Context: an optimization exercise on an open-source flow, tuned for small area, a short achievable clock period and few clock cycles. The choices shown serve that exercise and are no tape-out recipe.
In this exercise RTL edits were held to simulation tests only and were not proved equivalent to the original.
Power figures rest on the tool's default switching activity, not on a simulated workload.

File: flow/constraint.sdc
create_clock -name core_clock -period 18.0 [get_ports {clk}]
set_input_delay 3.6000 -clock core_clock [delete_from_list [all_inputs] [get_ports {clk}]]
set_output_delay 3.6000 -clock core_clock [all_outputs]
set_load 0.01 [all_outputs]
File: flow/config.mk
export PLATFORM = sky130hd
export DESIGN_NAME = ARM
export DESIGN_NICKNAME = ARM
export VERILOG_FILES = /design/flow/design.v
export SDC_FILE = /design/flow/constraint.sdc
export NUM_CORES = 4
export LEC_CHECK = 0
export CAP_MARGIN = 20
export CORE_MARGIN = 2
export CORE_UTILIZATION = 40
export SETUP_SLACK_MARGIN = 0.5
export SLEW_MARGIN = 20
File: flow/run.sh
#!/bin/bash
# synth_recipe.tcl (not shown) runs the flow's synth.tcl, then flattens the netlist and writes it again
# the make line also repeats each setting of config.mk as NAME=value (left out here)
make -C /OpenROAD-flow-scripts/flow DESIGN_CONFIG=/design/flow/config.mk WORK_HOME=/design/flow/orfs CLKGATE_MAP_FILE= SYNTH_SCRIPT=/design/flow/synth_recipe.tcl finish
File: flow/design.v
module ARM(
	input clk,
	input rst,
	output [31:0] imem_addr,
	input  [31:0] imem_rdata,
	output [31:0] dmem_addr,
	output [31:0] dmem_wdata,
	output dmem_we,
	output dmem_re,
	input  [63:0] dmem_rdata,
	input  dmem_ready,
	output reg wb_en,
	output reg [3:0] wb_dest,
	output reg [31:0] wb_value
);
	reg [31:0] pc;
	reg [31:0] ir;
	reg ir_v;
	wire stall;
	wire br_taken;
	wire [31:0] br_target = pc + {{6{ir[23]}}, ir[23:0], 2'b00};
	assign imem_addr = pc;
	always @(posedge clk or posedge rst)
		if (rst) begin
			pc <= 32'd0;
			ir_v <= 1'b0;
		end else if (!stall) begin
			pc <= br_taken ? br_target : pc + 32'd4;
			ir_v <= ~br_taken;
		end
	always @(posedge clk)
		if (!stall) ir <= imem_rdata;
	wire [3:0] cond = ir[31:28];
	wire [1:0] mode = ir[27:26];
	wire       imm  = ir[25];
	wire [3:0] opc  = ir[24:21];
	wire       s    = ir[20];
	wire [3:0] rn   = ir[19:16];
	wire [3:0] rd   = ir[15:12];
	wire is_dp  = (mode == 2'b00);
	wire is_mem = (mode == 2'b01);
	wire is_br  = (mode == 2'b10);
	wire is_ldr = is_mem & s;
	wire is_str = is_mem & ~s;
	wire op_and = (opc == 4'b0000);
	wire op_eor = (opc == 4'b0001);
	wire op_sub = (opc == 4'b0010);
	wire op_add = (opc == 4'b0100);
	wire op_adc = (opc == 4'b0101);
	wire op_sbc = (opc == 4'b0110);
	wire op_tst = (opc == 4'b1000);
	wire op_cmp = (opc == 4'b1010);
	wire op_orr = (opc == 4'b1100);
	wire op_mov = (opc == 4'b1101);
	wire op_mvn = (opc == 4'b1111);
	wire op_valid = op_and | op_eor | op_sub | op_add | op_adc | op_sbc |
	                op_tst | op_cmp | op_orr | op_mov | op_mvn;
	reg [3:0] flags;
	wire fz = flags[3], fc = flags[2], fn = flags[1], fv = flags[0];
	reg cpass;
	always @(*) begin
		case (cond)
			4'h0: cpass = fz;
			4'h1: cpass = ~fz;
			4'h2: cpass = fc;
			4'h3: cpass = ~fc;
			4'h4: cpass = fn;
			4'h5: cpass = ~fn;
			4'h6: cpass = fv;
			4'h7: cpass = ~fv;
			4'h8: cpass = fc & ~fz;
			4'h9: cpass = ~fc | fz;
			4'hA: cpass = ~(fn ^ fv);
			4'hB: cpass = fn ^ fv;
			4'hC: cpass = ~fz & ~(fn ^ fv);
			4'hD: cpass = fz | ~fv;
			4'hE: cpass = 1'b1;
			default: cpass = 1'b0;
		endcase
	end
	wire ok = ir_v & cpass;
	reg [31:0] rf [0:15];
	reg [15:0] rw;
	wire [3:0] ra2 = is_mem ? rd : ir[3:0];
	wire [31:0] a   = rw[rn]  ? rf[rn]  : {28'd0, rn};
	wire [31:0] rmv = rw[ra2] ? rf[ra2] : {28'd0, ra2};
	wire        rf_we;
	wire [31:0] rf_wd;
	always @(posedge clk)
		if (rf_we) rf[rd] <= rf_wd;
	always @(posedge clk or posedge rst)
		if (rst) rw <= 16'd0;
		else if (rf_we) rw[rd] <= 1'b1;
	wire [4:0] sh_n = imm ? {ir[11:8], 1'b0} : ir[11:7];
	wire sh_lsl = ~imm & (ir[6:5] == 2'b00);
	wire sh_lsr = ~imm & (ir[6] ^ ir[5]);
	wire [4:0] rot_n = sh_lsl ? (5'd0 - sh_n) : sh_n;
	wire [31:0] rot_in = imm ? {24'd0, ir[7:0]} : rmv;
	wire [31:0] r0 = rot_n[0] ? {rot_in[0], rot_in[31:1]} : rot_in;
	wire [31:0] r1 = rot_n[1] ? {r0[1:0], r0[31:2]} : r0;
	wire [31:0] r2 = rot_n[2] ? {r1[3:0], r1[31:4]} : r1;
	wire [31:0] r3 = rot_n[3] ? {r2[7:0], r2[31:8]} : r2;
	wire [31:0] r4 = rot_n[4] ? {r3[15:0], r3[31:16]} : r3;
	wire [31:0] sh_mask = sh_lsl ? (32'hFFFFFFFF << sh_n) :
	                      sh_lsr ? (32'hFFFFFFFF >> sh_n) : 32'hFFFFFFFF;
	wire [31:0] b = is_mem ? {{20{ir[11]}}, ir[11:0]} :
	                (~imm & ir[4]) ? 32'd0 : (r4 & sh_mask);
	wire arith = is_mem | (is_dp & (op_add | op_adc | op_sub | op_sbc | op_cmp));
	wire inv   = is_dp & (op_sub | op_sbc | op_cmp);
	wire cin   = is_dp & ((op_adc | op_sbc) ? fn : (op_sub | op_cmp));
	wire [31:0] bx = inv ? ~b : b;
	wire [32:0] sum = {1'b0, a} + {1'b0, bx} + {32'd0, cin};
	wire a32 = is_dp & op_cmp & a[31];
	wire b32 = inv & ~(op_cmp & b[31]);
	wire cout_ar = a32 ^ b32 ^ sum[32];
	wire v_ar = ((a[31] ~^ bx[31]) ^ (is_dp & op_sbc)) & (sum[31] ^ a[31]);
	reg [31:0] logic_res;
	always @(*) begin
		case (opc[3:2])
			2'b00:   logic_res = op_eor ? (a ^ b) : (a & b);    
			2'b10:   logic_res = a & b;                         
			default: logic_res = opc[1] ? ~b : (opc[0] ? b : (a | b));  
		endcase
	end
	wire [31:0] res = arith ? sum[31:0] : logic_res;
	wire [3:0] new_flags = {(res == 32'd0), arith & cout_ar, res[31], arith & v_ar};
	reg busy, m_we, ld_wait;
	reg [31:0] m_addr, m_wdata;
	wire bus_free = ~busy | dmem_ready;
	wire do_ldr = ok & is_ldr;
	wire do_str = ok & is_str;
	wire ld_done = ld_wait & dmem_ready;
	wire issue = ((do_str | (do_ldr & ~ld_wait)) & bus_free);
	assign stall = (do_str & ~bus_free) | (do_ldr & ~ld_done);
	always @(posedge clk or posedge rst)
		if (rst) begin
			busy <= 1'b0;
			ld_wait <= 1'b0;
		end else begin
			if (issue) busy <= 1'b1;
			else if (dmem_ready) busy <= 1'b0;
			if (do_ldr & ~ld_wait & bus_free) ld_wait <= 1'b1;
			else if (dmem_ready) ld_wait <= 1'b0;
		end
	always @(posedge clk)
		if (issue) begin
			m_we <= is_str;
			m_addr <= sum[31:0];
			m_wdata <= rmv;
		end
	assign dmem_addr = m_addr;
	assign dmem_wdata = m_wdata;
	assign dmem_we = busy & m_we;
	assign dmem_re = busy & ~m_we;
	wire [31:0] ld_word = m_addr[2] ? dmem_rdata[63:32] : dmem_rdata[31:0];
	wire dp_we = ok & is_dp & op_valid & ~op_cmp & ~op_tst;
	assign rf_we = dp_we | (do_ldr & ld_done);
	assign rf_wd = is_mem ? ld_word : res;
	wire flags_we = ~stall & ok & ((is_dp & op_valid & (s | op_cmp | op_tst)) | is_ldr);
	always @(posedge clk or posedge rst)
		if (rst) flags <= 4'd0;
		else if (flags_we) flags <= new_flags;
	assign br_taken = ok & is_br;
	always @(posedge clk or posedge rst)
		if (rst) wb_en <= 1'b0;
		else wb_en <= rf_we;
	always @(posedge clk) begin
		wb_dest <= rd;
		wb_value <= rf_wd;
	end
endmodule
==> key figures, run 1 <==
Worst hold path
  • Tightest Hold Check Type: register to register

Floorplanning
  • Die Area: 0.107 mm2
  • Starting utilization of the core area: 40.3%
  • Number of rows in the core area: 118
  • Io pins: 234
  • Die Ht: 327 um
  • Floorplan Core Area: 0.103 mm2
  • Horiz. Die Dim: about 330 um

Critical path
  • Worst r2r src: ir[0]$_DFFE_PN_
  • Critical Path Slowest Stage Cell: sky130_fd_sc_hd__buf_4
  • Count of buffer and inverter cells on the critical path: 4
  • Cell depth of the worst setup path: 32
  • Start point of the critical path: ir[0]$_DFFE_PN_
  • Cell family with the largest share of critical-path delay: compound AO/OA/AOI/OAI gates
  • CP Capture Type: register
  • Timing endpoint of the critical path: rf[11][30]$_DFFE_PP_
  • Delay contributed by the slowest stage of the critical path: 0.87 ns
  • Crit path DAT: 12.59 ns
  • Crit Path Category: register to register
  • Required time of the worst setup path: 18.38 ns
  • Setup slack of the most critical reg-to-reg path: roughly 5.8 ns
  • Worst Setup Start Kind: register
  • Reg2Reg Capture Point: rf[11][30]$_DFFE_PP_
  • Length in cells of the worst reg-to-reg path: 32
  • Peak fanout along the critical path: 76

Global routing
  • Initial antenna violation count: 9
  • Number of global-route vias before repair: between 30000 and 40000
  • Pin count of the biggest net entering global routing: 77
  • Global-route wire length before repair: 223 mm
  • Total track usage: 28.5%
  • Global-route congestion overflow total: 0

Logic synthesis
  • Syn avg cell area: 11.2 um2
  • Synthesized instance count: 3719
  • Most area-consuming cells after synthesis: sky130_fd_sc_hd__edfxtp_1, sky130_fd_sc_hd__mux4_2, sky130_fd_sc_hd__nand2_1
  • Number of warnings printed during yosys synthesis: 1
  • Dominant register cell in the synthesized netlist: sky130_fd_sc_hd__edfxtp_1
  • Post-synth top area cell: sky130_fd_sc_hd__edfxtp_1
  • Register area share after synthesis: 49.0%
  • Count of different cell masters after synthesis: 113
  • Synthesis-stage register bit count: 703
  • Summed instance area of the synthesized netlist: ~0.042 mm2
  • Async SR Flop Fraction: 7.68%
  • Proportion of netlist area held by the largest area contributor: 43.8%
  • Count of flip-flops with a built-in enable after synthesis: 609

Timing
  • Hold violation total from the final report: 0
  • Sum of negative setup slack: 0 ns
  • Headroom to the max-slew limit: 15.1%
  • Hold Slack: between 0.4 and 0.5 ns
  • Smallest setup slack after layout: 5.79 ns
  • Tightest Pin Transition: 1.26 ns
  • Maximum clock frequency: 81.9 MHz
  • Final-report setup violation count: 0
  • Tcrit/Tclk final: 67.9%
  • Unrepaired setup endpoints after global routing: false
  • Clock tree skew after final layout: between 0.04 and 0.05 ns
  • Final Max Slew Viols: 0
  • Clock period minus final worst setup slack: 12.21 ns

Cells and area
  • Ratio of cells with drive above 1 in the final layout: 12.7%
  • Layout Area Growth over Synthesis: 15.4%
  • Number of cells in the finished layout apart from fillers: 5320
  • Antenna fix cells: 0
  • Total number of nets in the final design: 4112

CTS
  • CTS resizes: 0
  • Clock transition at the registers of the reported paths: 0.06 ns
  • Clock buffers created by TritonCTS: just under 80
  • Clk latency of the worst-skew pair: between 0.6 and 0.7 ns
  • Count of hold buffers inserted by post-cts repair: 0
  • Clock root cell: sky130_fd_sc_hd__clkbuf_16
  • Deepest level of the CTS H-tree: 3
  • CTS sink cnt: 703
  • Number of setup buffers added after CTS: 0
  • CTS max path bufs: 3
  • TritonCTS clock tree: built

Power
  • Internal power consumption: 0.00381 W
  • Switching power: ~0.0022 W
  • Clock network power share: around 28%
  • Switching part of the total: 36.9%
  • Worst IR drop on VDD: 0.0678 mV
  • Register share of total power: 35.4%
  • Leakage power: 17.7 nW
  • Power Density: 125 mW/mm2
  • Part of the power in combinational logic: 36.6%

Route
  • Initial detailed-routing violation count: 4616
  • Routed via count divided by cell count: 6.30
  • First-pass iteration count of the detailed router: 6
  • Residual DRC: 0
  • Detailed-route via count: between 30000 and 40000
  • Count of antenna-violating nets left after detailed routing: 0
  • Detailed-route wire length per cell: 29.3 um
  • Final routed wirelength across all metal layers: 156 mm

Job
  • # Max-Cap Violations: 0

Placed design
  • Detailed Place HPWL: 103 mm
  • Count of buffers inserted at the top-level ports: 231
  • Worst slack after detailed placement: 6.22 ns
  • Placer's final routability congestion estimate: a little over 1
  • Inst Count DP: 5175

Run status
  • Status: finished clean
## metrics by stage
| stage | instance area (um2) | power, W | util (%) |
|---|---|---|---|
| floorplan | 41700 | 0.00344 | - |
| global placement | 45500 | 0.00431 | 43.9 |
| detailed placement | 45500 | 0.00432 | 43.9 |
| CTS | 48200 | 0.00602 | 46.5 |
| global route | 48200 | 0.00627 | 46.5 |
| finish | 48200 | 0.00604 | 46.5 |
## routing by layer
layer | routed length (um) | global-route usage [%] | up-vias | part of all wire [%]
met1 | 64500 | 40.2 | 16700 | 41
met5 | 25 | 0 | - | 0.016
met3 | 15200 | 5.10 | 335 | 9.8
met2 | 69100 | 43.1 | 1965 | 44
met4 | 7280 | 12.6 | 4 | 4.7
li1 | - | - | 14500 | -
## how the worst min path moves through the flow
stage                             startpoint                  to  slack, ns  depth (start not counted)
final                     pc[31]$_DFFE_PP0N_  pc[31]$_DFFE_PP0N_       0.47                          1
after global placement    pc[31]$_DFFE_PP0N_  pc[31]$_DFFE_PP0N_       0.46                          1
after detailed placement  pc[31]$_DFFE_PP0N_  pc[31]$_DFFE_PP0N_       0.46                          1
after floorplan             ir[14]$_DFFE_PN_  wb_dest[2]$_DFF_P_       0.35                          0
after global routing      rw[10]$_DFFE_PP0P_  rw[10]$_DFFE_PP0P_       0.50                          1
after CTS                 pc[31]$_DFFE_PP0N_  pc[31]$_DFFE_PP0N_       0.47                          1
## logic make-up (layout without fill, tap and decap cells)
| family | count (synthesis) | in the layout | synth area share (%) |
|---|---|---|---|
| mux | 365 | 365 | 13.4 |
| flops | 703 | 703 | 49.0 |
| compound gates | 855 | 855 | 14.3 |
| simple gates | 1202 | 1202 | 13.2 |
| buf+inv | 361 | 581 | 3.95 |
| fa+ha+maj | 137 | 137 | 4.16 |
| other cells | 1 | 2 | 0.00899 |
| xor+xnor | 95 | 95 | 1.99 |
## synth_stat cells, drive strengths merged (54+ instances only)
cell	count
nand3	149
clkbuf	146
xnor2	67
a31oi	54
and2	55
nor2	191
a32oi	67
a21oi	187
mux2i	174
nand2	548
buf	110
dfrtp	54
edfxtp	609
ha	134
mux4	149
nor3	78
inv	105
o21ai	138
a211oi	95
## sequential cells by signal, indices dropped and copies added, names as in the netlist, named ones only
register	count
wb_en	1
ir	32
rf	512
ir_v	1
rw	16
m_addr	32
flags	4
m_wdata	32
pc	30
busy	1
wb_value	32
ld_wait	1
m_we	1
wb_dest	4
## power by group through the flow
stage / clock (W) / sequential [W] / combinational [W]
floorplan: 0 / 0.00216 / 0.00128
global placement: 0 / 0.00217 / 0.00214
detailed placement: 0 / 0.00217 / 0.00215
CTS: 0.00171 / 0.00214 / 0.00216
global route: 0.00178 / 0.00215 / 0.00234
finish: 0.00169 / 0.00214 / 0.00221
## layout make-up
class / instances / area [um2]
Inverter: 105 / 394
Fill cell: 9420 / 55300
Clock buffer: 103 / 2140
Timing Repair Buffer: 331 / 3060
Clock inverter: 42 / 551
Tap cell: 1380 / 1730
Multi-Input combinational cell: 2656 / 19900
Sequential cell: 703 / 20500
## placed cells by master (no fill, tap or decap), drive strengths merged, types with 55 or more instances in the layout
cell / netlist / final
a211oi: 95 / 95
ha: 134 / 134
mux4: 149 / 149
clkdlybuf4s50: 0 / 231
xnor2: 67 / 67
clkbuf: 146 / 103
and2: 55 / 55
edfxtp: 609 / 609
nand3: 149 / 149
buf: 110 / 100
mux2i: 174 / 174
o21ai: 138 / 138
a32oi: 67 / 67
nor2: 191 / 191
nor3: 78 / 78
inv: 105 / 109
a21oi: 187 / 187
nand2: 548 / 548
Testbench counts, summed over its fixed seeds: cycles 143,618.
==> inputs of run 2 (changes only) <==
--- a/flow/design.v
+++ b/flow/design.v
@@ -16,20 +16,33 @@
 	reg [31:0] pc;
 	reg [31:0] ir;
 	reg ir_v;
+	reg [4:0] rot_n;
+	reg sh_lsl, sh_lsr;
 	wire stall;
-	wire br_taken;
-	wire [31:0] br_target = pc + {{6{ir[23]}}, ir[23:0], 2'b00};
+	wire mispredict;
+	wire [31:0] pc_inc = pc + 32'd4;
+	wire pred_if = (imem_rdata[27:26] == 2'b10) & (imem_rdata[31:28] != 4'hF);
+	wire [31:0] pred_target = pc_inc + {{6{imem_rdata[23]}}, imem_rdata[23:0], 2'b00};
+	wire [31:0] recover = pc - {{6{ir[23]}}, ir[23:0], 2'b00};
 	assign imem_addr = pc;
+	wire [4:0] sh_n_if = imem_rdata[25] ? {imem_rdata[11:8], 1'b0} : imem_rdata[11:7];
+	wire lsl_if = ~imem_rdata[25] & (imem_rdata[6:5] == 2'b00);
+	wire lsr_if = ~imem_rdata[25] & (imem_rdata[6] ^ imem_rdata[5]);
 	always @(posedge clk or posedge rst)
 		if (rst) begin
 			pc <= 32'd0;
 			ir_v <= 1'b0;
 		end else if (!stall) begin
-			pc <= br_taken ? br_target : pc + 32'd4;
-			ir_v <= ~br_taken;
+			pc <= mispredict ? recover : (pred_if ? pred_target : pc_inc);
+			ir_v <= ~mispredict;
 		end
 	always @(posedge clk)
-		if (!stall) ir <= imem_rdata;
+		if (!stall) begin
+			ir <= imem_rdata;
+			rot_n <= lsl_if ? (5'd0 - sh_n_if) : sh_n_if;
+			sh_lsl <= lsl_if;
+			sh_lsr <= lsr_if;
+		end
 	wire [3:0] cond = ir[31:28];
 	wire [1:0] mode = ir[27:26];
 	wire       imm  = ir[25];
@@ -81,9 +94,6 @@
 	wire ok = ir_v & cpass;
 	reg [31:0] rf [0:15];
 	reg [15:0] rw;
-	wire [3:0] ra2 = is_mem ? rd : ir[3:0];
-	wire [31:0] a   = rw[rn]  ? rf[rn]  : {28'd0, rn};
-	wire [31:0] rmv = rw[ra2] ? rf[ra2] : {28'd0, ra2};
 	wire        rf_we;
 	wire [31:0] rf_wd;
 	always @(posedge clk)
@@ -91,10 +101,17 @@
 	always @(posedge clk or posedge rst)
 		if (rst) rw <= 16'd0;
 		else if (rf_we) rw[rd] <= 1'b1;
-	wire [4:0] sh_n = imm ? {ir[11:8], 1'b0} : ir[11:7];
-	wire sh_lsl = ~imm & (ir[6:5] == 2'b00);
-	wire sh_lsr = ~imm & (ir[6] ^ ir[5]);
-	wire [4:0] rot_n = sh_lsl ? (5'd0 - sh_n) : sh_n;
+	wire [3:0] fi_rn  = imem_rdata[19:16];
+	wire [3:0] fi_ra2 = (imem_rdata[27:26] == 2'b01) ? imem_rdata[15:12] : imem_rdata[3:0];
+	wire [31:0] fi_a = (rf_we & (rd == fi_rn))  ? rf_wd : rw[fi_rn]  ? rf[fi_rn]  : {28'd0, fi_rn};
+	wire [31:0] fi_m = (rf_we & (rd == fi_ra2)) ? rf_wd : rw[fi_ra2] ? rf[fi_ra2] : {28'd0, fi_ra2};
+	reg [31:0] a, rmv;
+	always @(posedge clk)
+		if (!stall) begin
+			a <= fi_a;
+			rmv <= fi_m;
+		end
+	wire [4:0] sh_n = ir[11:7];
 	wire [31:0] rot_in = imm ? {24'd0, ir[7:0]} : rmv;
 	wire [31:0] r0 = rot_n[0] ? {rot_in[0], rot_in[31:1]} : rot_in;
 	wire [31:0] r1 = rot_n[1] ? {r0[1:0], r0[31:2]} : r0;
@@ -124,35 +141,29 @@
 	end
 	wire [31:0] res = arith ? sum[31:0] : logic_res;
 	wire [3:0] new_flags = {(res == 32'd0), arith & cout_ar, res[31], arith & v_ar};
-	reg busy, m_we, ld_wait;
+	reg busy, m_we;
 	reg [31:0] m_addr, m_wdata;
-	wire bus_free = ~busy | dmem_ready;
+	wire [31:0] addr_c = a + {{20{ir[11]}}, ir[11:0]};
 	wire do_ldr = ok & is_ldr;
 	wire do_str = ok & is_str;
-	wire ld_done = ld_wait & dmem_ready;
-	wire issue = ((do_str | (do_ldr & ~ld_wait)) & bus_free);
-	assign stall = (do_str & ~bus_free) | (do_ldr & ~ld_done);
+	wire ld_done = dmem_ready & ~(busy & m_we);
+	assign stall = (do_str & busy) | (do_ldr & ~ld_done);
 	always @(posedge clk or posedge rst)
-		if (rst) begin
-			busy <= 1'b0;
-			ld_wait <= 1'b0;
-		end else begin
-			if (issue) busy <= 1'b1;
-			else if (dmem_ready) busy <= 1'b0;
-			if (do_ldr & ~ld_wait & bus_free) ld_wait <= 1'b1;
-			else if (dmem_ready) ld_wait <= 1'b0;
-		end
+		if (rst) busy <= 1'b0;
+		else if (busy) begin
+			if (dmem_ready) busy <= 1'b0;
+		end else if ((do_ldr | do_str) & ~dmem_ready) busy <= 1'b1;
 	always @(posedge clk)
-		if (issue) begin
+		if (~busy) begin
 			m_we <= is_str;
-			m_addr <= sum[31:0];
+			m_addr <= addr_c;
 			m_wdata <= rmv;
 		end
-	assign dmem_addr = m_addr;
-	assign dmem_wdata = m_wdata;
-	assign dmem_we = busy & m_we;
-	assign dmem_re = busy & ~m_we;
-	wire [31:0] ld_word = m_addr[2] ? dmem_rdata[63:32] : dmem_rdata[31:0];
+	assign dmem_addr = busy ? m_addr : addr_c;
+	assign dmem_wdata = busy ? m_wdata : rmv;
+	assign dmem_we = busy ? m_we : do_str;
+	assign dmem_re = busy ? ~m_we : do_ldr;
+	wire [31:0] ld_word = dmem_addr[2] ? dmem_rdata[63:32] : dmem_rdata[31:0];
 	wire dp_we = ok & is_dp & op_valid & ~op_cmp & ~op_tst;
 	assign rf_we = dp_we | (do_ldr & ld_done);
 	assign rf_wd = is_mem ? ld_word : res;
@@ -160,7 +171,7 @@
 	always @(posedge clk or posedge rst)
 		if (rst) flags <= 4'd0;
 		else if (flags_we) flags <= new_flags;
-	assign br_taken = ok & is_br;
+	assign mispredict = ir_v & is_br & (cond != 4'hF) & ~cpass;
 	always @(posedge clk or posedge rst)
 		if (rst) wb_en <= 1'b0;
 		else wb_en <= rf_we;
==> run 2 against run 1 <==
  * Still clean on timing, DRC and antenna
  * Routed wire length grew 1.8%
  * Die area grew 12%
  * Area after synthesis grew 12%
  * Via count grew 2.5%
  * Cell area grew 11%
  * Sequential share of layout area shrank 1.8 points
  * Non-clock buffer count shrank 25
  * Flip-flop and latch count grew 66
  * Clock-buffer cell count grew 8
  * Largest cell class is now multi-input combinational cells
==> key figures, run 2 <==
Logic synthesis
  • Count of different cell masters after synthesis: between 80 and 90
  • Synthesis-stage register bit count: 769
  • Library cell with the highest instance count after synthesis: sky130_fd_sc_hd__edfxtp_1
  • Syn avg cell area: 12.4 um2
  • Most area-consuming cells after synthesis: sky130_fd_sc_hd__edfxtp_1, sky130_fd_sc_hd__mux4_2, sky130_fd_sc_hd__ha_1
  • Commonest cells post-synth: sky130_fd_sc_hd__edfxtp_1, sky130_fd_sc_hd__mux4_2, sky130_fd_sc_hd__nand2_1, sky130_fd_sc_hd__o21ai_0, sky130_fd_sc_hd__nor2_1
  • Dominant register cell in the synthesized netlist: sky130_fd_sc_hd__edfxtp_1
  • Post-synth top area cell: sky130_fd_sc_hd__edfxtp_1
  • Async SR Flop Fraction: between 6 and 7%
  • Count of flip-flops with a built-in enable after synthesis: 616
  • Proportion of netlist area held by the largest area contributor: 39.7%
  • Synthesized instance count: 3760
  • Number of warnings printed during yosys synthesis: 1
  • Register area share after synthesis: 46.8%
  • Summed instance area of the synthesized netlist: around 0.047 mm2

Power
  • Internal power consumption: 0.00429 W
  • Leakage power: 19.4 nW
  • Register share of total power: a little under two fifths
  • Part of the power in combinational logic: 36.2%
  • Clock network power share: about a quarter
  • Switching part of the total: 36.5%
  • Switching power: 0.00246 W
  • Worst IR drop on VDD: 0.0765 mV
  • Power Density: 126 mW/mm2

Timing
  • Tcrit/Tclk final: between 40% and 50%
  • Sum of negative setup slack: 0 ns
  • Headroom to the max-slew limit: slightly below 20%
  • Unrepaired setup endpoints after global routing: false
  • Tightest Pin Transition: 1.20 ns
  • Clock tree skew after final layout: 0.0354 ns
  • Maximum clock frequency: roughly 110 MHz
  • Clock period minus final worst setup slack: 8.95 ns
  • Final Max Slew Viols: 0
  • Hold violation total from the final report: 0
  • Final-report setup violation count: 0

Worst hold path
  • Source of the worst hold timing path: m_wdata[18]$_DFF_P_
  • Tightest Hold Check Type: register to register
  • Cell depth of the worst hold path: 1
  • Endpoint, Worst Hold: m_wdata[18]$_DFF_P_

Cells and area
  • Leading cell type in the layout, fill and taps excluded: sky130_fd_sc_hd__edfxtp_1
  • Most flops, register: rf
  • Area taken by multi-input logic gates: ~0.023 mm2
  • Ratio of cells with drive above 1 in the final layout: approximately 18%
  • Most frequent cells in the layout: sky130_fd_sc_hd__edfxtp_1, sky130_fd_sc_hd__mux4_2, sky130_fd_sc_hd__nand2_1
  • Layout Area Growth over Synthesis: 15.1%
  • Number of cells in the finished layout apart from fillers: about 5500
  • Flip-flop count of the largest register, all copies and words added: 512
  • Total number of nets in the final design: 4220
  • Storage element area: roughly 0.022 mm2
  • Filler cells: 10300

Floorplanning
  • Horiz. Die Dim: 345 um
  • Die Ht: 345 um
  • Number of rows in the core area: 125
  • Floorplan Core Area: 0.116 mm2
  • Die Area: 0.119 mm2
  • Starting utilization of the core area: 40.2%
  • Io pins: 234

Job
  • # Max-Cap Violations: 0

CTS
  • Clk latency of the worst-skew pair: 0.69 ns
  • Clock root cell: sky130_fd_sc_hd__clkbuf_16
  • Clock buffers created by TritonCTS: 86
  • Clock transition at the registers of the reported paths: 0.06 ns
  • CTS sink cnt: 769
  • Deepest level of the CTS H-tree: 3
  • Count of hold buffers inserted by post-cts repair: 0
  • CTS resizes: 0
  • CTS max path bufs: 3
  • TritonCTS clock tree: built
  • Number of setup buffers added after CTS: 0

Placed design
  • Inst Count DP: 5359
  • Detailed Place HPWL: roughly 110 mm
  • Placer's final routability congestion estimate: 0.975
  • Count of buffers inserted at the top-level ports: between 200 and 250

Route
  • Final routed wirelength across all metal layers: 159 mm
  • Initial detailed-routing violation count: between 4000 and 5000
  • Count of antenna-violating nets left after detailed routing: 0
  • First-pass iteration count of the detailed router: 6
  • Detailed-route via count: 34400
  • Residual DRC: 0
  • Detailed-route wire length per cell: 28.8 um
  • Routed via count divided by cell count: 6.22

Critical path
  • Worst r2r src: rot_n[0]$_DFFE_PN_
  • Crit path DAT: 5.35 ns
  • CP cell instances: ha_1, a21oi_1, o22ai_1, a41oi_1, a21oi_1, o31a_1, o21ai_0, o21ai_0, o311ai_0, a21oi_1, a31oi_1, nor2_1, a311oi_1, clkdlybuf4s50_1
  • Delay contributed by the slowest stage of the critical path: ~0.6 ns
  • Peak fanout along the critical path: 10
  • Crit Path Category: register to output pin
  • Required time of the worst setup path: 14.40 ns
  • CP Capture Type: output pin
  • Reg2Reg Capture Point: flags[3]$_DFFE_PP0P_
  • Worst Setup Start Kind: register
  • Critical Path Slowest Stage Cell: sky130_fd_sc_hd__clkdlybuf4s50_1
  • Setup slack of the most critical reg-to-reg path: a little under 10 ns
  • Most frequent cell on the critical path: sky130_fd_sc_hd__a21oi_1
  • Length in cells of the worst reg-to-reg path: 24

Run status
  • Status: finished clean

Global routing
  • Number of global-route vias before repair: 33200
  • Global-route congestion overflow total: 0
  • Total track usage: between 20% and 30%
  • Pin count of the biggest net entering global routing: 135
  • Global-route wire length before repair: 231 mm
  • Initial antenna violation count: 15
run 2: worst max path at each step:
stage,start,cells after the start,slack (ns),end
final,ir[1]$_DFFE_PN_,14,9.05,dmem_addr[31]
after global placement,ir[1]$_DFFE_PN_,14,9.74,dmem_addr[31]
after detailed placement,ir[1]$_DFFE_PN_,14,9.69,dmem_addr[31]
after global routing,ir[1]$_DFFE_PN_,14,8.70,dmem_addr[31]
after CTS,ir[1]$_DFFE_PN_,14,8.95,dmem_addr[31]
after floorplan,dmem_ready,5,10.33,a[0]$_DFFE_PN_
run 2: cells by family after synthesis:
kind of cell,count (synthesis),synth area share (%)
AOI/OAI and AO/OA,842,11.7
and+or+nand+nor,847,8.39
other,1,0.00805
xor gates and xnor gates,169,3.18
DFF,769,46.8
muxes,528,21.2
buffers and inverters,407,3.38
adders and majority gates,197,5.37
run 2: layout make-up:
cell class              count  area share (%)
repair buffers            306            5.42
clock inverters            51            1.06
inverters                 176            1.24
multi-input cells        2585            43.7
well taps                1524            3.55
diodes                      3          0.0140
clock buffers             111            4.32
flip-flops and latches    769            40.7
run 2: metal layers:
layer  GRT usage, %  vias to the layer above  routed length [um]
met2           40.4                     1923               71700
met1           35.0                    17100               63000
met4           12.1                        8                7700
li1               -                    15000                   -
met5              0                        -                  58
met3           6.09                      350               16400
run 2: power groups by stage:
| stage | logic (W) | registers (W) | clock network (W) |
|---|---|---|---|
| detailed placement | 0.00240 | 0.00254 | 0 |
| floorplan | 0.00156 | 0.00240 | 0 |
| global placement | 0.00239 | 0.00254 | 0 |
| CTS | 0.00242 | 0.00250 | 0.00182 |
| global route | 0.00266 | 0.00253 | 0.00189 |
| finish | 0.00244 | 0.00251 | 0.00179 |
run 2: worst max-delay path: cells and delay by family (launching register included):
kind                       cells  cell delay (ns)
AOI/OAI and AO/OA             11             3.05
buffers and inverters          1             0.61
DFF                            1             0.57
adders and majority gates      1             0.36
and+or+nand+nor                1             0.10
run 2: metrics by stage:
step	area [um2]	total power, W	hold slack (ns)	utilization (%)	worst slack, ns
2_1_floorplan	46600	0.00397	0.389	-	10.33
3_3_place_gp	50700	0.00493	0.455	43.8	9.74
3_5_place_dp	50700	0.00494	0.459	43.8	9.69
4_1_cts	53600	0.00674	0.473	46.3	8.95
5_1_grt	53600	0.00708	0.485	46.3	8.70
6_report	53600	0.00675	0.468	46.3	9.05
Testbench counts of run 2, summed over its fixed seeds: cycles 125,312.
==> inputs of run 3 (changes only) <==
--- a/flow/design.v
+++ b/flow/design.v
@@ -103,8 +103,22 @@
 		else if (rf_we) rw[rd] <= 1'b1;
 	wire [3:0] fi_rn  = imem_rdata[19:16];
 	wire [3:0] fi_ra2 = (imem_rdata[27:26] == 2'b01) ? imem_rdata[15:12] : imem_rdata[3:0];
-	wire [31:0] fi_a = (rf_we & (rd == fi_rn))  ? rf_wd : rw[fi_rn]  ? rf[fi_rn]  : {28'd0, fi_rn};
-	wire [31:0] fi_m = (rf_we & (rd == fi_ra2)) ? rf_wd : rw[fi_ra2] ? rf[fi_ra2] : {28'd0, fi_ra2};
+	wire [15:0] oh_a = 16'd1 << fi_rn;
+	wire [15:0] oh_m = 16'd1 << fi_ra2;
+	reg [31:0] rd_a, rd_m;
+	integer i;
+	always @(*) begin
+		rd_a = 32'd0;
+		rd_m = 32'd0;
+		for (i = 0; i < 16; i = i + 1) begin
+			rd_a = rd_a | ({32{oh_a[i]}} & rf[i]);
+			rd_m = rd_m | ({32{oh_m[i]}} & rf[i]);
+		end
+	end
+	wire wr_a = |(oh_a & rw);
+	wire wr_m = |(oh_m & rw);
+	wire [31:0] fi_a = (rf_we & (rd == fi_rn))  ? rf_wd : wr_a ? rd_a : {28'd0, fi_rn};
+	wire [31:0] fi_m = (rf_we & (rd == fi_ra2)) ? rf_wd : wr_m ? rd_m : {28'd0, fi_ra2};
 	reg [31:0] a, rmv;
 	always @(posedge clk)
 		if (!stall) begin
==> flow/flow/run.sh (new file) <==
#!/bin/bash
set -euo pipefail
bash standard.sh finish SETUP_SLACK_MARGIN=12 > standard_flow.log 2>&1
==> flow/standard.sh (new file) <==
#!/bin/bash
# synth_recipe.tcl (not shown) runs the flow's synth.tcl, then flattens the netlist and writes it again
# the make line also repeats each setting of config.mk as NAME=value (left out here)
make -C /OpenROAD-flow-scripts/flow DESIGN_CONFIG=/design/flow/config.mk WORK_HOME=/design/flow/orfs CLKGATE_MAP_FILE= SYNTH_SCRIPT=/design/flow/synth_recipe.tcl "${@:-finish}"
removed: flow/run.sh
==> run 3 against run 2 <==
  * Sequential share of layout area decreased by 2.6 points
  * Clock power about the same
  * Area after synthesis down 1.1%
==> key figures, run 3 <==
Timing
  • Clock tree skew after final layout: 0.0580 ns
  • Final-report setup violation count: 0
  • Hold violation total from the final report: 0
  • Headroom to the max-slew limit: 22.3%
  • Tightest Pin Transition: approximately 1.2 ns
  • Sum of negative setup slack: 0 ns
  • Unrepaired setup endpoints after global routing: true
  • Clock period minus final worst setup slack: between 7 and 8 ns
  • Tcrit/Tclk final: 42.0%
  • Smallest setup slack after layout: 10.45 ns
  • Final Max Slew Viols: 0
  • Maximum clock frequency: between 100 and 150 MHz

Logic synthesis
  • Library cell with the highest instance count after synthesis: sky130_fd_sc_hd__edfxtp_1
  • Post-synthesis mux area share: 5.73%
  • Summed instance area of the synthesized netlist: 0.0461 mm2
  • Commonest cells post-synth: sky130_fd_sc_hd__edfxtp_1, sky130_fd_sc_hd__nand2_1, sky130_fd_sc_hd__a21oi_1, sky130_fd_sc_hd__nor2_1, sky130_fd_sc_hd__clkbuf_1
  • Most area-consuming cells after synthesis: sky130_fd_sc_hd__edfxtp_1, sky130_fd_sc_hd__ha_1, sky130_fd_sc_hd__dfxtp_1
  • Number of warnings printed during yosys synthesis: 1
  • Count of different cell masters after synthesis: 103
  • Async SR Flop Fraction: between 6 and 7%
  • Post-synth top area cell: sky130_fd_sc_hd__edfxtp_1
  • Register area share after synthesis: 47.4%
  • Dominant combinational cell family by area after synthesis: compound AO/OA/AOI/OAI gates
  • Proportion of netlist area held by the largest area contributor: 40.1%
  • Area fraction in compound gates after synthesis: between 20% and 30%
  • Post-synthesis simple-gate area fraction: 11.8%
  • Post-synthesis adder-cell area fraction: 5.43%
  • Synthesis-stage register bit count: 769
  • Count of flip-flops with a built-in enable after synthesis: approximately 620
  • Synthesized instance count: 4450
  • Syn avg cell area: 10.4 um2
  • Dominant register cell in the synthesized netlist: sky130_fd_sc_hd__edfxtp_1
  • XOR/XNOR Fraction of Synth Area: around 3.3%

Critical path
  • Delay contributed by the slowest stage of the critical path: 0.56 ns
  • Peak fanout along the critical path: 3
  • Crit Path Category: register to output pin
  • Critical Path Slowest Stage Cell: sky130_fd_sc_hd__edfxtp_1
  • Crit path DAT: 3.95 ns
  • Worst Setup Start Kind: register
  • Required time of the worst setup path: 14.40 ns
  • Most frequent cell on the critical path: sky130_fd_sc_hd__o21ai_2
  • CP Capture Type: output pin
  • CP cell instances: ha_4, a211oi_4, o21ai_2, a32o_2, a2111oi_4, o21ai_2, a31oi_2, a21oi_2, a311oi_2, o21ba_2, nor2_2, a211oi_2, buf_2

Placed design
  • Placer's final routability congestion estimate: 1.02
  • Count of buffers inserted at the top-level ports: 231
  • Worst slack after detailed placement: 9.33 ns
  • Detailed Place HPWL: 128 mm
  • Inst Count DP: a little over 6000

Cells and area
  • Most flops, register: rf
  • Ratio of cells with drive above 1 in the final layout: 20.2%
  • Core occupancy in the finished layout: 50.2%
  • Layout Area Growth over Synthesis: 24.4%
  • Number of cells in the finished layout apart from fillers: 6424
  • Flip-flop count of the largest register, all copies and words added: roughly 510
  • Filler cells: 10200
  • Total number of nets in the final design: roughly 5000
  • Leading cell type in the layout, fill and taps excluded: sky130_fd_sc_hd__edfxtp_1
  • Most frequent cells in the layout: sky130_fd_sc_hd__edfxtp_1, sky130_fd_sc_hd__nand2_1, sky130_fd_sc_hd__a21oi_1

Global routing
  • Global-route congestion overflow total: 0
  • Total track usage: 33.9%
  • Global-route wire length before repair: 289 mm
  • Number of global-route vias before repair: around 40000
  • Initial antenna violation count: 15
  • Pin count of the biggest net entering global routing: 75

CTS
  • TritonCTS clock tree: built
  • Clock root cell: sky130_fd_sc_hd__clkbuf_16
  • Clock transition at the registers of the reported paths: 0.06 ns
  • CTS sink cnt: 769
  • Deepest level of the CTS H-tree: 3
  • Count of hold buffers inserted by post-cts repair: 0
  • Clock buffers created by TritonCTS: 84
  • Clk latency of the worst-skew pair: around 0.7 ns
  • CTS max path bufs: 3

Route
  • Residual DRC: 0
  • Routed via count divided by cell count: 6.67
  • Detailed-route via count: ~43000
  • First-pass iteration count of the detailed router: 9
  • Initial detailed-routing violation count: 6949
  • Count of antenna-violating nets left after detailed routing: 0
  • Detailed-route wire length per cell: between 30 and 40 um
  • Final routed wirelength across all metal layers: 207 mm

Floorplanning
  • Die Area: 0.118 mm2
  • Io pins: 234
  • Horiz. Die Dim: 343 um
  • Number of rows in the core area: 124
  • Starting utilization of the core area: 40.3%
  • Floorplan Core Area: 0.114 mm2
  • Die Ht: 343 um

Power
  • Leakage power: 21.3 nW
  • Worst IR drop on VDD: 0.0822 mV
  • Power Density: approximately 120 mW/mm2

Worst hold path
  • Tightest Hold Check Type: register to register

Run status
  • Status: finished clean

Job
  • # Max-Cap Violations: 0
## run 3: cell types whose count changed after synthesis, sizes merged, moves of 26 or more
cell	previous run	this run
a22o	6	110
a31oi	23	65
mux4	359	41
a221oi	21	137
a22oi	15	170
a222oi	1	27
and3	27	68
nand4	9	37
clkbuf	175	215
nand2	288	509
a21oi	203	344
o211ai	25	51
## run 3: layout make-up
cell class / instances / area (um2) / area share [%]
Sequential cell: 769 / 21800 / 38.1
Multi-Input combinational cell: 3249 / 24600 / 42.8
Timing Repair inverter: 5 / 35.0 / 0.0611
Antenna cell: 3 / 7.51 / 0.0131
Clock buffer: 112 / 2340 / 4.08
Inverter: 159 / 643 / 1.12
Timing Repair Buffer: 572 / 5550 / 9.67
Clock inverter: 43 / 505 / 0.881
Tap cell: 1512 / 1890 / 3.30
## run 3: logic make-up after synthesis
| family | Yosys count |
|---|---|
| adders and majority gates | 197 |
| AOI/OAI and AO/OA | 1498 |
| DFF | 769 |
| buffers and inverters | 435 |
| other | 1 |
| and+or+nand+nor | 1178 |
| xor gates and xnor gates | 172 |
| muxes | 200 |
## run 3: worst paths after layout
path	slack (ns)	startpoint	cells past startpoint	endpoint
worst max-delay path	10.45	a[1]$_DFFE_PN_	13	dmem_addr[31]
worst min-delay path	0.45	m_addr[19]$_DFF_P_	2	m_addr[19]$_DFF_P_
worst max register to register	11.94	rmv[28]$_DFFE_PN_	22	rf[5][31]$_DFFE_PP_
worst min register to register	0.45	m_addr[19]$_DFF_P_	2	m_addr[19]$_DFF_P_
max in group asynchronous	13.77	rst	3	busy$_DFF_PP0_
min in group asynchronous	3.50	rst	3	rw[2]$_DFFE_PP0P_
## run 3: timing repair
| item | CTS | global route |
|---|---|---|
| buffers inserted | 138 | 78 |
| cloned | 10 | 6 |
| endpoints found under the hold margin | 0 | 0 |
| setup endpoints to repair | 766 | 512 |
| gates resized for setup | 460 | 182 |
| pin swaps | 94 | 78 |
## run 3: power by group
part           switching [W]  leakage, nW  internal [W]
Sequential          0.000231         7.29       0.00217
Clock               0.000770         1.38       0.00101
Combinational        0.00159         12.6       0.00116
## run 3: stage by stage
stage / cell area, um2 / hold WS [ns] / total power (W)
after global routing: 57400 / 0.462 / 0.00719
after global placement: 50800 / 0.432 / 0.00475
after floorplan: 46500 / 0.389 / 0.00381
final: 57400 / 0.446 / 0.00693
after detailed placement: 50800 / 0.437 / 0.00477
after CTS: 55900 / 0.450 / 0.00674
## run 3: layer usage
metal  routed length [um]  GRT usage, %  up-vias
met5                   51             0        -
met4                13400          18.0        8
met2                90000          51.4     3363
li1                     -             -    18000
met3                26700          9.20      783
met1                77300          44.1    20700
## run 3: worst max-delay path: cells and delay by family (launching register included)
kind | cells | cell delay (ns)
compound gates | 10 | 2.14
fa+ha+maj | 1 | 0.33
buf+inv | 1 | 0.19
flops | 1 | 0.56
simple gates | 1 | 0.04
Testbench counts of run 3, summed over its fixed seeds: cycles 125,312.
==> inputs of run 4 (changes only) <==
--- a/flow/design.v
+++ b/flow/design.v
@@ -160,26 +160,42 @@
 	wire [31:0] addr_c = a + {{20{ir[11]}}, ir[11:0]};
 	wire do_ldr = ok & is_ldr;
 	wire do_str = ok & is_str;
+	reg lb_v;
+	reg [7:0]  lb_tag;
+	reg [63:0] lb_d;
+	wire hit = lb_v & (lb_tag == addr_c[10:3]);
+	wire [31:0] hit_word = addr_c[2] ? lb_d[63:32] : lb_d[31:0];
+	wire ld_bus = do_ldr & ~hit;
 	wire ld_done = dmem_ready & ~(busy & m_we);
-	assign stall = (do_str & busy) | (do_ldr & ~ld_done);
+	wire ld_fill = ld_bus & ld_done;
+	assign stall = (do_str & busy) | (ld_bus & ~ld_done);
 	always @(posedge clk or posedge rst)
 		if (rst) busy <= 1'b0;
 		else if (busy) begin
 			if (dmem_ready) busy <= 1'b0;
-		end else if ((do_ldr | do_str) & ~dmem_ready) busy <= 1'b1;
+		end else if ((ld_bus | do_str) & ~dmem_ready) busy <= 1'b1;
 	always @(posedge clk)
 		if (~busy) begin
 			m_we <= is_str;
 			m_addr <= addr_c;
 			m_wdata <= rmv;
 		end
+	always @(posedge clk or posedge rst)
+		if (rst) lb_v <= 1'b0;
+		else if (do_str & ~busy & hit) lb_v <= 1'b0;
+		else if (ld_fill) lb_v <= 1'b1;
+	always @(posedge clk)
+		if (ld_fill) begin
+			lb_tag <= addr_c[10:3];
+			lb_d <= dmem_rdata;
+		end
 	assign dmem_addr = busy ? m_addr : addr_c;
 	assign dmem_wdata = busy ? m_wdata : rmv;
 	assign dmem_we = busy ? m_we : do_str;
-	assign dmem_re = busy ? ~m_we : do_ldr;
-	wire [31:0] ld_word = dmem_addr[2] ? dmem_rdata[63:32] : dmem_rdata[31:0];
+	assign dmem_re = busy ? ~m_we : ld_bus;
+	wire [31:0] ld_word = hit ? hit_word : (dmem_addr[2] ? dmem_rdata[63:32] : dmem_rdata[31:0]);
 	wire dp_we = ok & is_dp & op_valid & ~op_cmp & ~op_tst;
-	assign rf_we = dp_we | (do_ldr & ld_done);
+	assign rf_we = dp_we | (do_ldr & (hit | ld_done));
 	assign rf_wd = is_mem ? ld_word : res;
 	wire flags_we = ~stall & ok & ((is_dp & op_valid & (s | op_cmp | op_tst)) | is_ldr);
 	always @(posedge clk or posedge rst)
==> run 4 against run 3 <==
  * Fmax fell by 3.6%
  * Routed wire length down 2.7%
  * Sequential share of layout area up 2.2 points
  * Largest power group unchanged
  * Clock-buffer cell count rose by 2
  * Critical path depth rose by 4
  * Power up 12%
  * Utilization grew 0.36 points
  * Highest routed layer unchanged
  * Clock power increased by 11%
  * Final cell count is 1.8% lower
==> key figures, run 4 <==
CTS
  • Clk latency of the worst-skew pair: 0.71 ns
  • Deepest level of the CTS H-tree: 3
  • Clock transition at the registers of the reported paths: 0.06 ns
  • CTS sink cnt: 842
  • TritonCTS clock tree: built
  • Clock root cell: sky130_fd_sc_hd__clkbuf_16
  • CTS max path bufs: 3
  • Clock buffers created by TritonCTS: 89
  • Count of hold buffers inserted by post-cts repair: 0

Logic synthesis
  • Count of flip-flops with a built-in enable after synthesis: 688
  • Register area share after synthesis: 50.4%
  • Summed instance area of the synthesized netlist: about 0.048 mm2
  • Library cell with the highest instance count after synthesis: sky130_fd_sc_hd__edfxtp_1
  • Proportion of netlist area held by the largest area contributor: 43.4%
  • Post-synth top area cell: sky130_fd_sc_hd__edfxtp_1
  • Synthesis-stage register bit count: 842
  • Dominant register cell in the synthesized netlist: sky130_fd_sc_hd__edfxtp_1
  • Syn avg cell area: between 10 and 15 um2
  • Synthesized instance count: 4276
  • Async SR Flop Fraction: 6.41%
  • Count of different cell masters after synthesis: between 90 and 100
  • Most area-consuming cells after synthesis: sky130_fd_sc_hd__edfxtp_1, sky130_fd_sc_hd__ha_1, sky130_fd_sc_hd__dfxtp_1
  • Commonest cells post-synth: sky130_fd_sc_hd__edfxtp_1, sky130_fd_sc_hd__nand2_1, sky130_fd_sc_hd__a21oi_1, sky130_fd_sc_hd__nor2_1, sky130_fd_sc_hd__a22oi_1
  • Number of warnings printed during yosys synthesis: 1

Floorplanning
  • Die Ht: 349 um
  • Die Area: 0.122 mm2
  • Horiz. Die Dim: 349 um
  • Floorplan Core Area: ~0.12 mm2
  • Starting utilization of the core area: a little over 40%
  • Number of rows in the core area: 126
  • Io pins: roughly 230

Route
  • Routed via count divided by cell count: about 6.6
  • Detailed-route wire length per cell: 32.0 um
  • Final routed wirelength across all metal layers: approximately 200 mm
  • First-pass iteration count of the detailed router: 7
  • Detailed-route via count: 41900
  • Initial detailed-routing violation count: 6644
  • Count of antenna-violating nets left after detailed routing: 0
  • Residual DRC: 0

Power
  • Part of the power in combinational logic: between 40% and 50%
  • Worst IR drop on VDD: 0.0752 mV
  • Power Density: 130 mW/mm2
  • Switching power: 0.00283 W
  • Leakage power: 21.7 nW
  • Switching part of the total: 36.5%
  • Register share of total power: 34.6%
  • Internal power consumption: 0.00493 W
  • Clock network power share: 25.3%

Critical path
  • Delay contributed by the slowest stage of the critical path: 0.55 ns
  • Most frequent cell on the critical path: sky130_fd_sc_hd__o211ai_1
  • Required time of the worst setup path: 14.40 ns
  • Peak fanout along the critical path: 4
  • CP Capture Type: output pin
  • Worst Setup Start Kind: register
  • Critical Path Slowest Stage Cell: sky130_fd_sc_hd__edfxtp_1
  • CP cell instances: buf_6, inv_8, fa_2, nor2b_2, o31a_1, o211ai_1, a21oi_2, o311a_1, o21ai_2, o211ai_1, a31oi_1, a21oi_2, nand2_1, o211ai_1, mux2i_1, nand3_1, buf_2
  • Crit path DAT: 4.23 ns
  • Crit Path Category: register to output pin

Cells and area
  • Total number of nets in the final design: 4989
  • Flip-flop count of the largest register, all copies and words added: 512
  • Largest registers ranked by flip-flop count: rf x512, lb_d x64
  • Ratio of cells with drive above 1 in the final layout: 21.6%
  • Most frequent cells in the layout: sky130_fd_sc_hd__edfxtp_1, sky130_fd_sc_hd__nand2_1, sky130_fd_sc_hd__buf_4
  • Leading cell type in the layout, fill and taps excluded: sky130_fd_sc_hd__edfxtp_1
  • Layout Area Growth over Synthesis: 25.3%
  • Post-route design area: 0.0597 mm2
  • Most flops, register: rf

Global routing
  • Number of global-route vias before repair: 39200
  • Pin count of the biggest net entering global routing: 72
  • Global-route wire length before repair: between 200 and 300 mm
  • Total track usage: 31.2%
  • Initial antenna violation count: 7
  • Global-route congestion overflow total: 0

Timing
  • Hold violation total from the final report: 0
  • Tcrit/Tclk final: 43.5%
  • Unrepaired setup endpoints after global routing: true
  • Final Max Slew Viols: 0
  • Sum of negative setup slack: 0 ns
  • Final-report setup violation count: 0
  • Hold Slack: 0.445 ns
  • Clock tree skew after final layout: 0.0573 ns
  • Clock period minus final worst setup slack: 7.83 ns
  • Headroom to the max-slew limit: 17.2%
  • Tightest Pin Transition: approximately 1.2 ns
  • Maximum clock frequency: 128 MHz

Run status
  • Status: finished clean

Worst hold path
  • Tightest Hold Check Type: register to register

Placed design
  • Detailed Place HPWL: ~120 mm
  • Count of buffers inserted at the top-level ports: 231
  • Placed Instance Area: 0.0523 mm2
  • Placer's final routability congestion estimate: 1.01

Job
  • # Max-Cap Violations: 0
==> run 4: cell count changes after synthesis, sizes merged, moves of 21 or more <==
cell / previous run / this run
a22oi: 170 / 241
nor2b: 22 / 43
nor2: 226 / 247
a222oi: 27 / 0
a21oi: 344 / 276
edfxtp: 616 / 688
a221oi: 137 / 170
a22o: 110 / 154
nand2: 509 / 302
o21ai: 223 / 181
==> run 4: power by group through the flow <==
stage / clock, W / combinational (W) / sequential (W)
2_1_floorplan: 0 / 0.00164 / 0.00260
6_report: 0.00197 / 0.00311 / 0.00268
3_5_place_dp: 0 / 0.00255 / 0.00272
3_3_place_gp: 0 / 0.00253 / 0.00272
4_1_cts: 0.00198 / 0.00284 / 0.00267
5_1_grt: 0.00205 / 0.00331 / 0.00269
==> run 4: kinds of logic after synthesis <==
family                   count (synthesis)  share of synthesized area, %
AO/OA/AOI/OAI                         1448                          21.6
XOR/XNOR                               193                          3.64
other                                    1                       0.00787
AND/OR/NAND/NOR                        960                          9.43
multiplexers                           213                          6.11
flip-flops                             842                          50.4
buffers and inverters                  422                          3.54
adder cells (fa/ha/maj)                197                          5.25
==> run 4: worst paths after layout <==
check,from,to,slack (ns),depth (start not counted)
worst max-delay path,a[1]$_DFFE_PN_,dmem_addr[30],10.17,17
worst min-delay path,m_addr[29]$_DFF_P_,m_addr[29]$_DFF_P_,0.44,2
worst max register to register,rmv[23]$_DFFE_PN_,rmv[30]$_DFFE_PN_,11.77,24
worst min register to register,m_addr[29]$_DFF_P_,m_addr[29]$_DFF_P_,0.44,2
max in group asynchronous,rst,busy$_DFF_PP0_,13.80,3
min in group asynchronous,rst,rw[6]$_DFFE_PP0P_,3.48,3
==> run 4: per-layer routing <==
layer	GRT usage [%]	routed length (um)	share of wire (%)
met3	9.06	26700	13
met1	39.7	74200	37
met2	47.8	88200	44
met4	16.6	12600	6.2
met5	0.240	69	0.034
==> run 4: final cells by class <==
cell class	count	area, um2
fill	10400	58400
multi-input combinational	3013	24000
sequential	842	24000
timing repair buffer	576	5780
clock buffer	114	2410
tap	1536	1920
clock inverter	52	726
inverter	162	678
timing repair inverter	9	70.1
antenna	4	10.0
==> run 4: worst max-delay path, delay by kind of cell, from the launching register on <==
family	cells	cell delay, ns
AOI/OAI and AO/OA	9	1.67
DFF	1	0.55
and+or+nand+nor	3	0.33
muxes	1	0.21
buffers and inverters	3	0.35
adders and majority gates	1	0.41
==> run 4: metrics by stage <==
step	utilization, %	cells	worst slack, ns	total power [W]
after CTS	49.0	6202	10.20	0.00749
after floorplan	-	4277	11.33	0.00424
after detailed placement	44.3	5889	9.95	0.00527
after global placement	44.3	5889	9.96	0.00525
final	50.5	6308	10.17	0.00776
after global routing	50.5	6306	9.95	0.00805
==> run 4: what timing repair did <==
| item | CTS | global route |
|---|---|---|
| pin swaps | 78 | 117 |
| hold endpoints to repair | 0 | 0 |
| endpoints found under the setup margin | 1007 | 556 |
| gates resized for setup | 450 | 228 |
| setup buffers | 135 | 88 |
| cloned | 12 | 14 |
Testbench counts of run 4, summed over its fixed seeds: cycles 114,659.
==> inputs of run 5 (changes only) <==
--- a/flow/design.v
+++ b/flow/design.v
@@ -166,34 +166,42 @@
 	wire hit = lb_v & (lb_tag == addr_c[10:3]);
 	wire [31:0] hit_word = addr_c[2] ? lb_d[63:32] : lb_d[31:0];
 	wire ld_bus = do_ldr & ~hit;
-	wire ld_done = dmem_ready & ~(busy & m_we);
-	wire ld_fill = ld_bus & ld_done;
-	assign stall = (do_str & busy) | (ld_bus & ~ld_done);
-	always @(posedge clk or posedge rst)
-		if (rst) busy <= 1'b0;
-		else if (busy) begin
-			if (dmem_ready) busy <= 1'b0;
-		end else if ((ld_bus | do_str) & ~dmem_ready) busy <= 1'b1;
-	always @(posedge clk)
-		if (~busy) begin
+	reg ld_wait;
+	wire bus_free = ~busy | dmem_ready;
+	wire ld_done = ld_wait & dmem_ready;
+	wire ld_fill = ld_done;
+	wire issue = (do_str | (ld_bus & ~ld_wait)) & bus_free;
+	assign stall = (do_str & ~bus_free) | (ld_bus & ~ld_done);
+	always @(posedge clk or posedge rst)
+		if (rst) begin
+			busy <= 1'b0;
+			ld_wait <= 1'b0;
+		end else begin
+			if (issue) busy <= 1'b1;
+			else if (dmem_ready) busy <= 1'b0;
+			if (ld_bus & ~ld_wait & bus_free) ld_wait <= 1'b1;
+			else if (dmem_ready) ld_wait <= 1'b0;
+		end
+	always @(posedge clk)
+		if (issue) begin
 			m_we <= is_str;
 			m_addr <= addr_c;
 			m_wdata <= rmv;
 		end
 	always @(posedge clk or posedge rst)
 		if (rst) lb_v <= 1'b0;
-		else if (do_str & ~busy & hit) lb_v <= 1'b0;
+		else if (do_str & bus_free & hit) lb_v <= 1'b0;
 		else if (ld_fill) lb_v <= 1'b1;
 	always @(posedge clk)
 		if (ld_fill) begin
 			lb_tag <= addr_c[10:3];
 			lb_d <= dmem_rdata;
 		end
-	assign dmem_addr = busy ? m_addr : addr_c;
-	assign dmem_wdata = busy ? m_wdata : rmv;
-	assign dmem_we = busy ? m_we : do_str;
-	assign dmem_re = busy ? ~m_we : ld_bus;
-	wire [31:0] ld_word = hit ? hit_word : (dmem_addr[2] ? dmem_rdata[63:32] : dmem_rdata[31:0]);
+	assign dmem_addr = m_addr;
+	assign dmem_wdata = m_wdata;
+	assign dmem_we = busy & m_we;
+	assign dmem_re = busy & ~m_we;
+	wire [31:0] ld_word = hit ? hit_word : (m_addr[2] ? dmem_rdata[63:32] : dmem_rdata[31:0]);
 	wire dp_we = ok & is_dp & op_valid & ~op_cmp & ~op_tst;
 	assign rf_we = dp_we | (do_ldr & (hit | ld_done));
 	assign rf_wd = is_mem ? ld_word : res;
==> run 5 against run 4 <==
  * Still clean
  * Register-to-register slack worse by 0.02 ns
  * Via count up 4.6%
  * Critical path depth down 2
  * Largest power group unchanged
==> key figures, run 5 <==
Cells and area
  • Leading cell type in the layout, fill and taps excluded: sky130_fd_sc_hd__edfxtp_1
  • Most frequent cells in the layout: sky130_fd_sc_hd__edfxtp_1, sky130_fd_sc_hd__nand2_1, sky130_fd_sc_hd__a21oi_1
  • Flip-flop count of the largest register, all copies and words added: between 500 and 600
  • Layout Area Growth over Synthesis: 23.2%
  • Core occupancy in the finished layout: 49.6%
  • Total number of nets in the final design: 5184
  • Most flops, register: rf
  • Filler cells: around 11000
  • Largest registers ranked by flip-flop count: rf x512, lb_d x64
  • Ratio of cells with drive above 1 in the final layout: 17.4%

Route
  • Residual DRC: 0
  • Initial detailed-routing violation count: 6983
  • Detailed-route via count: ~44000
  • Count of antenna-violating nets left after detailed routing: 0
  • Final routed wirelength across all metal layers: 210 mm
  • Routed via count divided by cell count: approximately 6.6
  • First-pass iteration count of the detailed router: 10
  • Detailed-route wire length per cell: roughly 32 um

CTS
  • Deepest level of the CTS H-tree: 3
  • Count of hold buffers inserted by post-cts repair: 0
  • Clock root cell: sky130_fd_sc_hd__clkbuf_16
  • CTS sink cnt: 843
  • Clk latency of the worst-skew pair: 0.73 ns
  • Clock buffers created by TritonCTS: 92
  • TritonCTS clock tree: built
  • Clock transition at the registers of the reported paths: ~0.060 ns
  • CTS max path bufs: 3

Logic synthesis
  • Commonest cells post-synth: sky130_fd_sc_hd__edfxtp_1, sky130_fd_sc_hd__nand2_1, sky130_fd_sc_hd__a21oi_1, sky130_fd_sc_hd__clkbuf_1, sky130_fd_sc_hd__o21ai_0
  • Syn avg cell area: 10.8 um2
  • Register area share after synthesis: 50.5%
  • Synthesis-stage register bit count: 843
  • Number of warnings printed during yosys synthesis: 1
  • Proportion of netlist area held by the largest area contributor: 46.2%
  • Dominant register cell in the synthesized netlist: sky130_fd_sc_hd__edfxtp_1
  • Synthesized instance count: 4523
  • Library cell with the highest instance count after synthesis: sky130_fd_sc_hd__edfxtp_1
  • Async SR Flop Fraction: 6.52%
  • Post-synth top area cell: sky130_fd_sc_hd__edfxtp_1
  • Count of flip-flops with a built-in enable after synthesis: around 750
  • Count of different cell masters after synthesis: 100
  • Summed instance area of the synthesized netlist: 0.0489 mm2
  • Most area-consuming cells after synthesis: sky130_fd_sc_hd__edfxtp_1, sky130_fd_sc_hd__ha_1, sky130_fd_sc_hd__a21oi_1

Timing
  • Headroom to the max-slew limit: between 30 and 40%
  • Sum of negative setup slack: 0 ns
  • Tightest Pin Transition: 1.05 ns
  • Maximum clock frequency: 159 MHz
  • Final Max Slew Viols: 0
  • Clock tree skew after final layout: 0.0648 ns
  • Clock period minus final worst setup slack: 6.30 ns
  • Final-report setup violation count: 0
  • Hold violation total from the final report: 0
  • Tcrit/Tclk final: roughly a third
  • Unrepaired setup endpoints after global routing: true

Global routing
  • Number of global-route vias before repair: 41200
  • Total track usage: 32.1%
  • Initial antenna violation count: 17
  • Global-route congestion overflow total: 0
  • Global-route wire length before repair: 294 mm
  • Pin count of the biggest net entering global routing: 82

Worst hold path
  • Tightest Hold Check Type: register to register

Floorplanning
  • Horiz. Die Dim: 354 um
  • Number of rows in the core area: about 130
  • Die Ht: 354 um
  • Starting utilization of the core area: between 40% and 50%
  • Floorplan Core Area: 0.122 mm2
  • Die Area: approximately 0.13 mm2
  • Io pins: around 230

Critical path
  • Critical Path Slowest Stage Cell: sky130_fd_sc_hd__o41a_1
  • CP Capture Type: register
  • CP cell instances: buf_12, ha_4, fa_2, a211oi_2, o211ai_1, nand2_2, o311a_4, o31ai_4, nand4_1, a31oi_4, o41a_1, a221o_1, a21bo_2, xnor2_2, a32oi_1
  • Crit path DAT: 6.83 ns
  • Crit Path Category: primary input to register
  • Peak fanout along the critical path: 3
  • Worst Setup Start Kind: primary input
  • Required time of the worst setup path: 18.53 ns
  • Delay contributed by the slowest stage of the critical path: 0.48 ns

Power
  • Leakage power: between 20 and 25 nW
  • Power Density: 129 mW/mm2
  • Worst IR drop on VDD: 0.0794 mV

Placed design
  • Count of buffers inserted at the top-level ports: between 200 and 250
  • Placer's final routability congestion estimate: 1.02
  • Detailed Place HPWL: 125 mm

Job
  • # Max-Cap Violations: 0

Run status
  • Status: finished clean
## run 5: changes by cell type in the layout (fill, tap and decap cells not counted), moves of 30 or more
cell                              previous run  this run
sky130_fd_sc_hd__clkdlybuf4s50_1           176       208
sky130_fd_sc_hd__o211ai_1                   38        68
sky130_fd_sc_hd__a22oi_1                   238       195
sky130_fd_sc_hd__mux2_2                     67        35
sky130_fd_sc_hd__o21ai_0                   109       184
sky130_fd_sc_hd__a21oi_2                    49        18
sky130_fd_sc_hd__a21oi_1                   216       341
sky130_fd_sc_hd__dfxtp_1                   100        36
sky130_fd_sc_hd__nand2_1                   287       416
sky130_fd_sc_hd__a22o_1                    154       116
sky130_fd_sc_hd__edfxtp_1                  688       752
sky130_fd_sc_hd__a221oi_1                  166       125
## run 5: metrics by stage
step                      power (W)  area [um2]  hold WS [ns]  setup WS, ns  cells
after floorplan             0.00428       49000         0.346         11.60   4524
after detailed placement    0.00527       53300         0.487          8.85   6206
final                       0.00776       60300         0.494         11.70   6602
after CTS                   0.00754       59200         0.494         11.83   6524
after global routing        0.00806       60200         0.529         11.66   6592
after global placement      0.00525       53300         0.479          8.95   6206
## run 5: path summary, 6_finish.rpt
check,from,end,slack (ns),depth (start not counted)
max,imem_rdata[0],pc[30]$_DFFE_PP0N_,11.70,15
min,ld_wait$_DFFE_PP0P_,ld_wait$_DFFE_PP0P_,0.49,1
max reg2reg,rmv[8]$_DFFE_PN_,flags[3]$_DFFE_PP0P_,11.75,20
min reg2reg,ld_wait$_DFFE_PP0P_,ld_wait$_DFFE_PP0P_,0.49,1
max in group asynchronous,rst,flags[2]$_DFFE_PP0P_,13.84,3
min in group asynchronous,rst,rw[14]$_DFFE_PP0P_,3.48,3
## run 5: area by class of cell
class,instances,area (um2),area share (%)
repair inverters,3,20.0,0.0332
flip-flops and latches,843,24700,41.0
well taps,1625,2030,3.37
inverters,177,689,1.14
clock buffers,107,2400,3.98
clock inverters,63,792,1.31
diodes,13,32.5,0.0540
repair buffers,548,5540,9.20
multi-input cells,3223,24100,39.9
## run 5: routing by layer
layer  vias up  GRT usage, %  routed length, um
met5         -         0.566                206
met1     21100          40.7              76100
met2      3477          47.9              90000
met4        14          20.1              15800
met3       962          9.83              28000
li1      18300             -                  -
## run 5: kinds of logic (layout without fill, tap and decap cells)
group | Yosys count | after routing | synth area share, %
xor+xnor | 184 | 184 | 3.35
buf+inv | 461 | 898 | 3.72
fa+ha+maj | 197 | 197 | 5.12
simple gates | 1107 | 1109 | 10.7
other cells | 1 | 15 | 0.00767
mux | 189 | 190 | 4.98
compound gates | 1541 | 1541 | 21.7
flops | 843 | 843 | 50.5
## run 5: worst max-delay path: cells and delay by family
kind                     cells  cell delay, ns
AO/OA/AOI/OAI                9            2.07
adder cells (fa/ha/maj)      2            0.51
AND/OR/NAND/NOR              2            0.36
XOR/XNOR                     1            0.16
buffers and inverters        1            0.11
## run 5: power by group
part / switching (W) / total, W / internal, W
Combinational: 0.00182 / 0.00307 / 0.00125
Clock: 0.000835 / 0.00200 / 0.00116
Sequential: 0.000249 / 0.00270 / 0.00245
## run 5: timing repair
item | 4_1_cts | 5_1_grt
buffers inserted | 127 | 60
cloned | 21 | 5
endpoints found under the setup margin | 718 | 416
pin swaps | 65 | 37
gates resized for setup | 309 | 154
Testbench counts of run 5, summed over its fixed seeds: cycles 121,395.

==> port drivers added, routing unchanged <==
The flow's constraints put no driver on any port. The routed layouts listed below were extracted and timed again, unchanged, in two steps. Step 1 (the two cells are an assumption about what drives the block):
set clk [get_ports {clk}]
set_driving_cell -lib_cell sky130_fd_sc_hd__clkbuf_16 $clk
set_driving_cell -lib_cell sky130_fd_sc_hd__buf_2 [delete_from_list [all_inputs] $clk]
Step 2, shift: input delay + t, output delay - t, t = (earliest + latest rising clock arrival at the registers) / 2. This alone moves slack from input paths to output paths. a / b / c = ideal ports / drivers / drivers and shift; a / b = the first two.
| run | shift t [ns] | setup slack, ns | hold WS [ns] | latest minus earliest clock arrival (ns) | cell pins on the clock port's net |
|---|---|---|---|---|---|
| run 1 | 0.741 | 5.785 / 5.785 / 5.785 | 0.468 / 0.468 / 0.468 | 0.044 / 0.044 | 1 |
| run 2 | 0.750 | 9.047 / 8.966 / 9.706 | 0.468 / 0.468 / 0.468 | 0.036 / 0.035 | 1 |
| run 3 | 0.749 | 10.446 / 10.373 / 11.109 | 0.446 / 0.446 / 0.446 | 0.058 / 0.058 | 1 |
| run 4 | 0.758 | 10.167 / 10.095 / 10.852 | 0.445 / 0.445 / 0.445 | 0.058 / 0.057 | 1 |
| run 5 | 0.764 | 11.700 / 11.701 / 10.938 | 0.494 / 0.494 / 0.494 | 0.065 / 0.065 | 1 |
After both steps every run listed still meets setup and hold. The setup slack of run 5, which loses most, moves by +0.001 ns with the drivers and by -0.762 ns with both steps.
